This design comes from an exercise in tuning for small area on the open sky130 flow, not from production work.
In this exercise RTL edits were held to simulation tests only and were not proved equivalent to the original.
The clock port is modelled as an ideal driver, which makes a skipped or thinned clock tree look cheaper than it is; a real chip needs a root buffer or a tree.
Power is estimated from default activity; no workload was simulated.

==> inputs of job 8645 <==
==> flow/design.v (excerpt) <==
module hsct_lane (
    input         clk,
    input         rst_n,
    input         generate_err,
    input         start_i,
    input         clear_i,
    input         reset_en,
    output [15:0] tx_data,
    output [3:0]  tx_k,
    input         rx_ready,
    input         rx_val_i,
    input  [15:0] rx_data,
    input  [3:0]  rx_k,
    input  [3:0]  disp_err,
    input  [3:0]  lcv_err,
    output        lane_arst_n,
    output reg [15:0] error_count,
    output reg    error_o,
    output reg    rx_val_o,
    output reg    lock_o
);
    reg [15:0] tx_cnt;
    reg        tx_kc;
    reg        gerr_d1, gerr_d2;
    wire gen_run = ~tx_kc | ~tx_cnt[4] | (tx_cnt[3] & tx_cnt[2]);
    wire tx_c5   = ~tx_kc & (&tx_cnt[4:0]);
    always @(posedge clk or negedge rst_n)
        if (!rst_n) begin
            tx_cnt  <= 16'h0013;
            tx_kc   <= 1'b1;
            gerr_d1 <= 1'b0;
            gerr_d2 <= 1'b0;
        end else begin
            tx_cnt  <= {tx_cnt[15:5] + {10'd0, tx_c5}, tx_cnt[4:0] + 5'd1};
            tx_kc   <= tx_kc & tx_cnt[4];
            gerr_d1 <= generate_err & gen_run;
            gerr_d2 <= gerr_d1;
        end
    wire [15:0] tx_word = {tx_cnt[15:8], tx_cnt[7] | tx_kc, tx_cnt[6],
                           tx_cnt[5] | tx_kc,
                           tx_kc ? 5'b11100 : tx_cnt[4:0]};
    assign tx_data = gerr_d2 ? 16'hFFEF : tx_word;
    assign tx_k    = {3'b000, tx_kc};
    reg        started;     
    reg        counting;    
    reg [15:0] cnt;
    wire comma  = (rx_k == 4'b0001) && (rx_data == 16'h00BC);
    wire k0     = (rx_k == 4'b0000);
    wire cnt_en = started ? (counting | k0) : comma;
    wire lo_clr = ~started & ~comma;
    wire c2     = started & cnt_en & cnt[1] & cnt[0];
    wire [1:0]  lo_nx  = cnt[1:0] + {1'b0, cnt_en};
    wire [15:0] cnt_nx = {cnt[15:2] + {13'd0, c2}, lo_clr ? 2'b00 : lo_nx};
    reg        clr_d1, st_d1, st_d2;
    reg        pre_lock;    
    reg        s_lock, s_rxv;
    reg [15:0] s_ecnt;
    always @(posedge clk or negedge rst_n)
        if (!rst_n) begin
            started  <= 1'b0;
            counting <= 1'b0;
            cnt      <= 16'd0;
            clr_d1   <= 1'b0;
            st_d1    <= 1'b0;
  ...
export LEC_CHECK = 0
export CAP_MARGIN = 20
export CORE_MARGIN = 2
export CORE_UTILIZATION = 70
export PLACE_DENSITY = 0.8
export SLEW_MARGIN = 20
create_clock -name core_clock -period 6.4 [get_ports {clk}]
standard.sh (not shown) runs the stock make flow with config.mk's settings and CLKGATE_MAP_FILE= SYNTH_SCRIPT=/design/flow/synth_recipe.tcl, a recipe that flattens the netlist after the stock synthesis.
==> flow/flow/run.sh <==
#!/bin/bash
# Layout flow: the standard ORFS flow (standard.sh) with
#  - synthesis mapped by ABC for area (flow/synth_wrap.tcl), with the
#    adders left to ABC instead of the ADDER_MAP_FILE cells,
#  - sky130_fd_sc_hd__buf_1 as the port buffers,
#  - a one-level clock tree of FLOW_CTS_GROUPS buffers (flow/cts_tree.tcl)
#    instead of TritonCTS.
# Each step's output goes to a log of its own in this folder.
set -euo pipefail
W=$(pwd)
export FLOW_ABC_SCRIPT=$W/flow/abc_area.script
export FLOW_SYNTH_TCL=$W/synth_recipe.tcl
sed "s#SYNTH_SCRIPT=[^ ]*#SYNTH_SCRIPT=$W/flow/synth_wrap.tcl#" standard.sh > standard_area.sh
export BUFFER_PORTS_ARGS="-buffer_cell sky130_fd_sc_hd__buf_1"
export PRE_CTS_TCL=$W/flow/cts_tree.tcl
export FLOW_CTS_GROUPS=4
export FLOW_CTS_BUFFER=sky130_fd_sc_hd__clkbuf_16
bash standard_area.sh synth ADDER_MAP_FILE= > synth.log 2>&1
bash standard_area.sh finish ADDER_MAP_FILE= > finish.log 2>&1
==> flow/flow/cts_tree.tcl <==
proc build_clock_tree { K cell {rootcell ""} } {
  set block [ord::get_db_block]
  set clknet [$block findNet clk]
  set pins {}
  foreach it [$clknet getITerms] {
    set inst [$it getInst]
    set loc [$inst getLocation]
    set m [$inst getMaster]
    lappend pins [list $it [expr {[lindex $loc 0] + [$m getWidth]/2}] [expr {[lindex $loc 1] + [$m getHeight]/2}]]
  }
  set n [llength $pins]
  # initial centres: spread along sorted x+y
  set sorted [lsort -real -index 1 $pins]
  set cx {}; set cy {}
  for {set k 0} {$k < $K} {incr k} {
    set p [lindex $sorted [expr {int(($k + 0.5) * $n / $K)}]]
    lappend cx [lindex $p 1]; lappend cy [lindex $p 2]
  }
  # k-means with balanced groups: each group takes at most ceil(n/K)
  # registers; registers are assigned in order of how much they lose by
  # not getting their nearest centre
  set cap [expr {($n + $K - 1) / $K}]
  for {set iter 0} {$iter < 30} {incr iter} {
    set order {}
    set idx 0
    foreach p $pins {
      set ds {}
      for {set k 0} {$k < $K} {incr k} {
        lappend ds [list $k [expr {abs([lindex $p 1]-[lindex $cx $k]) + abs([lindex $p 2]-[lindex $cy $k])}]]
      }
      set ds [lsort -real -index 1 $ds]
      set regret [expr {[lindex $ds 1 1] - [lindex $ds 0 1]}]
      lappend order [list $idx $regret $ds]
      incr idx
    }
    set order [lsort -real -decreasing -index 1 $order]
    set cnt [lrepeat $K 0]
    set asg [lrepeat $n 0]
    foreach o $order {
      foreach d [lindex $o 2] {
        set k [lindex $d 0]
        if {[lindex $cnt $k] < $cap} {
          lset asg [lindex $o 0] $k
          lset cnt $k [expr {[lindex $cnt $k] + 1}]
          break
        }
      }
    }
    set sx [lrepeat $K 0.0]; set sy [lrepeat $K 0.0]; set sc [lrepeat $K 0]
    foreach p $pins a $asg {
      lset sx $a [expr {[lindex $sx $a] + [lindex $p 1]}]
      lset sy $a [expr {[lindex $sy $a] + [lindex $p 2]}]
      lset sc $a [expr {[lindex $sc $a] + 1}]
    }
    for {set k 0} {$k < $K} {incr k} {
      if {[lindex $sc $k] > 0} {
        lset cx $k [expr {[lindex $sx $k] / [lindex $sc $k]}]
        lset cy $k [expr {[lindex $sy $k] / [lindex $sc $k]}]
      }
    }
  }
  set master [[ord::get_db] findMaster $cell]
  set src $clknet
  if {$rootcell ne ""} {
    set rm [[ord::get_db] findMaster $rootcell]
    set rinst [odb::dbInst_create $block $rm clkbuf_root]
    set rnet [odb::dbNet_create $block clknet_root]
    $rnet setSigType CLOCK
    [$rinst findITerm A] connect $clknet
    [$rinst findITerm X] connect $rnet
    set mx 0; set my 0; foreach x $cx y $cy { set mx [expr {$mx + $x/$K}]; set my [expr {$my + $y/$K}] }
    $rinst setLocation [expr {int($mx)}] [expr {int($my)}]
    $rinst setPlacementStatus PLACED
    set src $rnet
  }
  for {set k 0} {$k < $K} {incr k} {
    set grp {}
    foreach p $pins a $asg { if {$a == $k} { lappend grp [lindex $p 0] } }
    if {[llength $grp] == 0} continue
    set inst [odb::dbInst_create $block $master clkbuf_leaf_$k]
    set net [odb::dbNet_create $block clknet_leaf_$k]
    $net setSigType CLOCK
    [$inst findITerm A] connect $src
    [$inst findITerm X] connect $net
    foreach it $grp { $it disconnect; $it connect $net }
    set x [expr {int([lindex $cx $k]) - [$master getWidth]/2}]
    set y [expr {int([lindex $cy $k]) - [$master getHeight]/2}]
    $inst setLocation $x $y
    $inst setPlacementStatus PLACED
    puts "clock group $k: [llength $grp] registers"
  }
}

build_clock_tree $::env(FLOW_CTS_GROUPS) $::env(FLOW_CTS_BUFFER)
set_propagated_clock [all_clocks]
# cts.tcl calls clock_tree_synthesis next: the tree is already built
proc clock_tree_synthesis { args } {
  puts "clock tree built by flow/cts_tree.tcl; TritonCTS not run"
}
Other scripts of this flow, unchanged in this note and not shown: flow/flow/abc_area.script, flow/flow/synth_wrap.tcl
==> job 2142: changes against job 8645 <==
--- a/flow/flow/run.sh
+++ b/flow/flow/run.sh
@@ -14,5 +14,5 @@
 export BUFFER_PORTS_ARGS="-buffer_cell sky130_fd_sc_hd__buf_1"
 export PRE_CTS_TCL=$W/flow/cts_tree.tcl
-export FLOW_CTS_GROUPS=4
+export FLOW_CTS_GROUPS=3
 export FLOW_CTS_BUFFER=sky130_fd_sc_hd__clkbuf_16
 bash standard_area.sh synth ADDER_MAP_FILE= > synth.log 2>&1
==> qor summary <==
metric                                                   job 2142         job 8645
Status                           no timing/DRC/antenna violations  no timing/DRC/antenna violations
Max VDD drop                                               195 uV           174 uV
Finished Cell Area                                       4200 um2         4230 um2
Min Clock Period, post-route                              4.29 ns          4.27 ns
HP Start                                        gerr_d1$_DFF_PN0_  st_d1$_DFF_PN0_
Multi-input logic portion of the cell area                  0.319            0.317
Power Combinational                                   0.0000854 W      0.0000859 W
Clk pin slew, worst setup/hold paths                      0.11 ns          0.09 ns
Power dissipated in sequential cells                   0.000628 W       0.000627 W
Power consumed by the clock network                    0.000225 W       0.000253 W
Global-route track usage on met2                            0.477            0.481
M3 GR Usage                                                0.0151           0.0116
Final routed wire length divided by cell count            13.7 um          13.8 um
Clk pwr share                                               0.240            0.262
Fraction of power consumed by sequential logic              0.669            0.649
Final setup skew                                       0.00809 ns       0.00594 ns
Data arrival time of the critical path                    4.41 ns          4.36 ns
Met1 Usage GRT                                              0.337            0.339
Net switching component of the power                   0.000212 W       0.000214 W
Post-layout power                                      0.000938 W       0.000966 W
Share of layout cells above drive strength 1               0.0200           0.0222
In every run of this note, the design's own scripts or RTL, not TritonCTS, make the clock network.

-- static timing again, ports no longer ideal --
The flow's constraints put no driver on any port. The routed layouts listed below were extracted and timed again, unchanged, in two steps. Step 1, drivers: a clkbuf_16 drives clk and a buf_2 each remaining input, both assumed. Step 2 moves the port delays by t, midway between the first and last clock arrival at a register: inputs arrive t later, outputs are due t later. That takes back most of the time a late clock gives input paths. Slacks: ideal ports / drivers / drivers and shift; pairs: ideal ports / drivers.
| run | t, ns | setup slack, ns | latest minus earliest clock arrival (ns) | worst register clock-pin slew, ns |
|---|---|---|---|---|
| job 8645 | 0.223 | 2.133 / 2.188 / 1.966 | 0.007 / 0.007 | 0.09 / 0.09 |
| job 2142 | 0.228 | 2.110 / 2.152 / 1.925 | 0.008 / 0.009 | 0.11 / 0.11 |
After both steps setup and hold are still met in every run listed. The setup slack of job 2142, which loses most, moves by +0.042 ns with the drivers and by -0.185 ns with both steps.
